Source: an optimization exercise on an open RTL-to-GDS flow (aim: small area and a short achievable clock period). Production flows keep margins and buffers that such runs may drop.
In this exercise RTL edits were held to simulation tests only and were not proved equivalent to the original.
No activity file was given, so power comes from the tool's default toggle rates.

### flow/design.v
`timescale 1ns/1ps
module solution (
    input clk,
    input rst,
    input row_valid,
    input [281:0] row_data,
    output reg [63:0] splitters_hit,
    output reg done
);
    localparam WIDTH = 141;
    localparam HEIGHT = 142;
    localparam ROW_BITS = 282;
    reg [31:0] y;
    reg [WIDTH-1:0] active_mask;
    reg [ROW_BITS-1:0] current_row_data;
    wire [WIDTH-1:0] next_active;
    wire [15:0]      row_hit_count;  
    genvar i;
    wire [WIDTH-1:0] effective_active;
    wire [WIDTH-1:0] is_split;
    wire [WIDTH-1:0] beam_throwing_left;  
    wire [WIDTH-1:0] beam_throwing_right;  
    wire [WIDTH-1:0] beam_passing_down;    
    generate
        for (i=0; i<WIDTH; i=i+1) begin : cells
            wire [1:0] code = current_row_data[2*i+1 : 2*i];
            assign is_split[i] = (code == 2'd1);
            wire is_source = (code == 2'd2);
            assign effective_active[i] = active_mask[i] | is_source;
            assign beam_throwing_left[i]  = effective_active[i] & is_split[i];
            assign beam_throwing_right[i] = effective_active[i] & is_split[i];
            assign beam_passing_down[i]   = effective_active[i] & (~is_split[i]);
        end
    endgenerate
    generate
        for (i=0; i<WIDTH; i=i+1) begin : routing
            wire from_left;
            wire from_right;
            wire from_up;
            if (i == 0) assign from_left = 0;
            else assign from_left = beam_throwing_right[i-1];  
            if (i == WIDTH-1) assign from_right = 0;
            else assign from_right = beam_throwing_left[i+1];  
            assign from_up = beam_passing_down[i];
            assign next_active[i] = from_left | from_right | from_up;
        end
    endgenerate
    reg [15:0] pop_count;
    integer k;
    always @(*) begin
        pop_count = 0;
        for (k=0; k<WIDTH; k=k+1) begin
            if (effective_active[k] && is_split[k]) begin
                pop_count = pop_count + 1;
            end
        end
    end
    always @(posedge clk) begin
        if (rst) begin
            y <= 0;
            active_mask <= 0;
            splitters_hit <= 0;
            done <= 0;
        end else begin
            if (!done && row_valid) begin
                splitters_hit <= splitters_hit + pop_count;
                active_mask <= next_active;
                if (y == HEIGHT - 1) begin
                    done <= 1;
                end else begin
                    y <= y + 1;
                end
            end
        end
    end
    always @(*) begin
        current_row_data = row_data;
    end
endmodule
### flow/run.sh
#!/bin/bash
# synth_recipe.tcl (not shown) runs the flow's synth.tcl, then flattens the netlist and writes it again
# the make line also repeats each setting of config.mk as NAME=value (left out here)
make -C /OpenROAD-flow-scripts/flow DESIGN_CONFIG=/design/flow/config.mk WORK_HOME=/design/flow/orfs CLKGATE_MAP_FILE= SYNTH_SCRIPT=/design/flow/synth_recipe.tcl finish
### flow/config.mk
export PLATFORM = sky130hd
export DESIGN_NAME = solution
export DESIGN_NICKNAME = solution
export VERILOG_FILES = /design/flow/design.v
export SDC_FILE = /design/flow/constraint.sdc
export NUM_CORES = 4
export LEC_CHECK = 0
export CAP_MARGIN = 20
export CORE_MARGIN = 2
export CORE_UTILIZATION = 40
export SLEW_MARGIN = 20
### flow/constraint.sdc
create_clock -name core_clock -period 100.0 [get_ports {clk}]
set_input_delay 20.0000 -clock core_clock [delete_from_list [all_inputs] [get_ports {clk}]]
set_output_delay 20.0000 -clock core_clock [all_outputs]
set_load 0.01 [all_outputs]
==> summary.txt <==
==> path summary, 6_finish.rpt <==
path | from | end | slack [ps]
min reg2reg | splitters_hit[13]$_SDFFE_PP0P_ | splitters_hit[13]$_SDFFE_PP0P_ | 480
max | row_data[0] | splitters_hit[63]$_SDFFE_PP0P_ | 4360
max reg2reg | active_mask[0]$_SDFFE_PP0P_ | splitters_hit[63]$_SDFFE_PP0P_ | 23890
min | splitters_hit[13]$_SDFFE_PP0P_ | splitters_hit[13]$_SDFFE_PP0P_ | 480
==> metrics by stage <==
| stage | utilization | setup TNS [ps] |
|---|---|---|
| floorplan | - | 0 |
| global placement | 0.457 | -79.8 |
| detailed placement | 0.457 | -84670 |
| CTS | 0.467 | 0 |
| global route | 0.477 | -17370 |
| finish | 0.477 | 0 |
==> sequential cells by signal (all words and copies together), names as in the netlist <==
name           count
done               1
splitters_hit     64
active_mask      141
y                 32
==> power by group through the flow <==
| stage | registers, W | logic [W] | clock network (W) |
|---|---|---|---|
| 5_1_grt | 0.000102 | 0.000787 | 0.000140 |
| 2_1_floorplan | 0.000103 | 0.000444 | 0 |
| 4_1_cts | 0.000102 | 0.000636 | 0.000138 |
| 3_5_place_dp | 0.000104 | 0.000626 | 0 |
| 3_3_place_gp | 0.000103 | 0.000617 | 0 |
| 6_report | 0.000102 | 0.000706 | 0.000133 |
==> timing repair <==
action / 4_1_cts / 5_1_grt
pin swaps: 8 / 136
resized for setup: 37 / 204
setup endpoints to repair: 53 / 63
hold buffers: 0 / 0
setup buffers: 6 / 52
==> routing by layer <==
layer	vias to the layer above	wire length (um)
li1	29500	-
met1	27400	85000
met2	931	81600
met3	168	5600
met4	0	4050
met5	-	0
==> synth_stat cells (141+ instances only) <==
cell      instances
a21oi_1         326
clkbuf_1        157
dfxtp_1         238
ha_1            160
inv_1           290
nand2_1         850
nand2b_1        171
nand3_1         266
nand3b_1        152
nor2_1          958
nor2b_1         223
nor3_1          219
o21ai_0         295
o22ai_1         141
xnor2_1         893
xor2_1          421
==> logic make-up after synthesis <==
logic type,after synthesis,share of synthesized area
AND/OR/NAND/NOR,3698,0.327
XOR/XNOR,1612,0.307
AO/OA/AOI/OAI,1576,0.184
buffers and inverters,528,0.0363
flip-flops,238,0.0821
adder cells (fa/ha/maj),172,0.0367
multiplexers,145,0.0261
==> worst register-to-register path: cells and delay by family, from the launching register on <==
kind,cells,cell delay (ps)
fa+ha+maj,133,37700
simple gates,166,16490
compound gates,129,16190
buf+inv,30,2700
mux,8,1670
xor+xnor,5,870
flops,1,350
==> layout make-up <==
type	count	area, um2	area share
antenna	11	27.5	0.000402
clock buffer	48	1010	0.0147
clock inverter	16	195	0.00285
inverter	299	1130	0.0164
multi-input combinational	7203	52300	0.763
sequential	238	4760	0.0695
tap	1903	2380	0.0347
timing repair buffer	782	6760	0.0986
==> qor.csv <==
metric,value,unit
met2 GRT Util,0.383,
vias in the first global route,54700,
"Max FO, Critical Path",5,
Worst Hold Class,reg2reg,
num ports,350,
"Cell Area, Placed",65800,um2
Cell variety after synth,151,
H-tree Lvls,2,
Slew headroom,0.294,
die footprint,148000,um2
Worst Clk Skew,42.4,ps
Post-synth EDFFs,0,
run status,finished clean,
Die Span Y,385,um
post-route cell area,68500,um2
share of the synthesized area in the top cell type,0.135,
dpl hpwl,142000,um
total power,0.000940,W
dpl ws,-1930,ps
Pleak,25.1,nW
DP Cell Count,10400,
Post-Syn Area per Cell,7.28,um2
CP max stage delay,550,ps
Tmin final,95640,ps
final non-filler cell total,10500,
final hold violation count,0,
"most common cell after layout, fill and taps aside",nor2_1,
Worst VDD drop,16.6,uV
r2r worst-path depth,471,
combinational share of power,0.751,
Hold WS,479,ps
Pwr per Cell Area,13.7,nW/um2
commonest register cell after synthesis,dfxtp_1,
Layout area overhead,18.1,%
Avg Vias per Cell,5.52,
CP Buf/Inv Count,31,
initial antenna violation count,10,
Sw Pwr,0.000437,W
max_cap viols,0,
"commonest cells after routing, fill and taps aside","nor2_1, xnor2_1, nand2_1, buf_4, xor2_1",
ANT nets after route,0,
DRC violations left,0,
initial core utilization,0.404,
CTS Root Buffer Type,clkbuf_16,
Post-Syn Nets,8415,
crit path max-delay cell type,or4bb_1,
Max Buffers Root-to-Sink,3,
# rows,139,
NumNets Final,9006,
Synth Cell Area,58000,um2
Placer Congestion,0.901,
post-synthesis sequential area ratio,0.0821,
critical path class,in2reg,
Area contributors post-synth,"xnor2_1, dfxtp_1, xor2_1",
synthesized flop and latch total,238,
TritonRoute pass-1 iters,5,
global routing's busiest layer,met2,
share of cells above drive strength 1,0.130,
cell taking the most area after synthesis,xnor2_1,
Worst-path clk slew,60,ps
Reg power frac,0.108,
Worst-Skew Late Latency,630,ps
max-slew violation count,0,
number of stages on the worst setup path,472,
CTS tree,built,
Die X-Extent,385,um
GRT overflow,0,
Yosys warnings,1,
worst path arrival time,96120,ps
first-pass GRT wire length,283000,um
GRT Total Usage,0.227,
largest net degree at the start of global routing,107,
Worst Hold Path Cells,2,
period utilization,0.956,
DR WL/cell,16.8,um
met3 Usage GRT,0.0165,
Async SR Flop Fraction,0,
setup violators final,0,
core area,144000,um2
grt met1 use,0.311,
Worst Path Required,100480,ps
Post-Syn Instances,7969,
DR iter-0 viols,3269,
Setup crit end kind,flop,
clock power share,0.141,
transition time of the tightest slew-check pin,1060,ps
final setup margin,4360,ps
clock sink count,238,
"delay-heaviest family, CP",adder cells,
max frequency,10.5,MHz
Switching Fraction,0.465,
CP startpoint kind,primary input,
CTS Buf Count,36,
Pint,0.000503,W
port bufs,349,
# fillers,14400,
CP dominant cell by count,ha_1,
DRT Wirelength,176000,um
vias post-DR,58000,

re-timing with driven ports:
In the flow no input, the clock included, has a driving cell. The finished layout below was timed again as built, in two steps. Step 1 (the two cells are an assumption about what drives the block):
set clk [get_ports {clk}]
set_driving_cell -lib_cell sky130_fd_sc_hd__clkbuf_16 $clk
set_driving_cell -lib_cell sky130_fd_sc_hd__buf_2 [delete_from_list [all_inputs] $clk]
Step 2 also shifts input and output timing later by t, the mid clock arrival at the registers, as if the neighbouring blocks saw the same clock. Three values: ideal ports, drivers, drivers and shift; two values: the first two.
shift t [ns]: 0.684
setup WS [ns]: 4.364 / 4.415 / 3.731
slew at the worst register clock pin (ns): 0.07 / 0.07
After both steps setup and hold are still met in this run. The setup slack of this run moves by +0.051 ns with the drivers and by -0.633 ns with both steps.
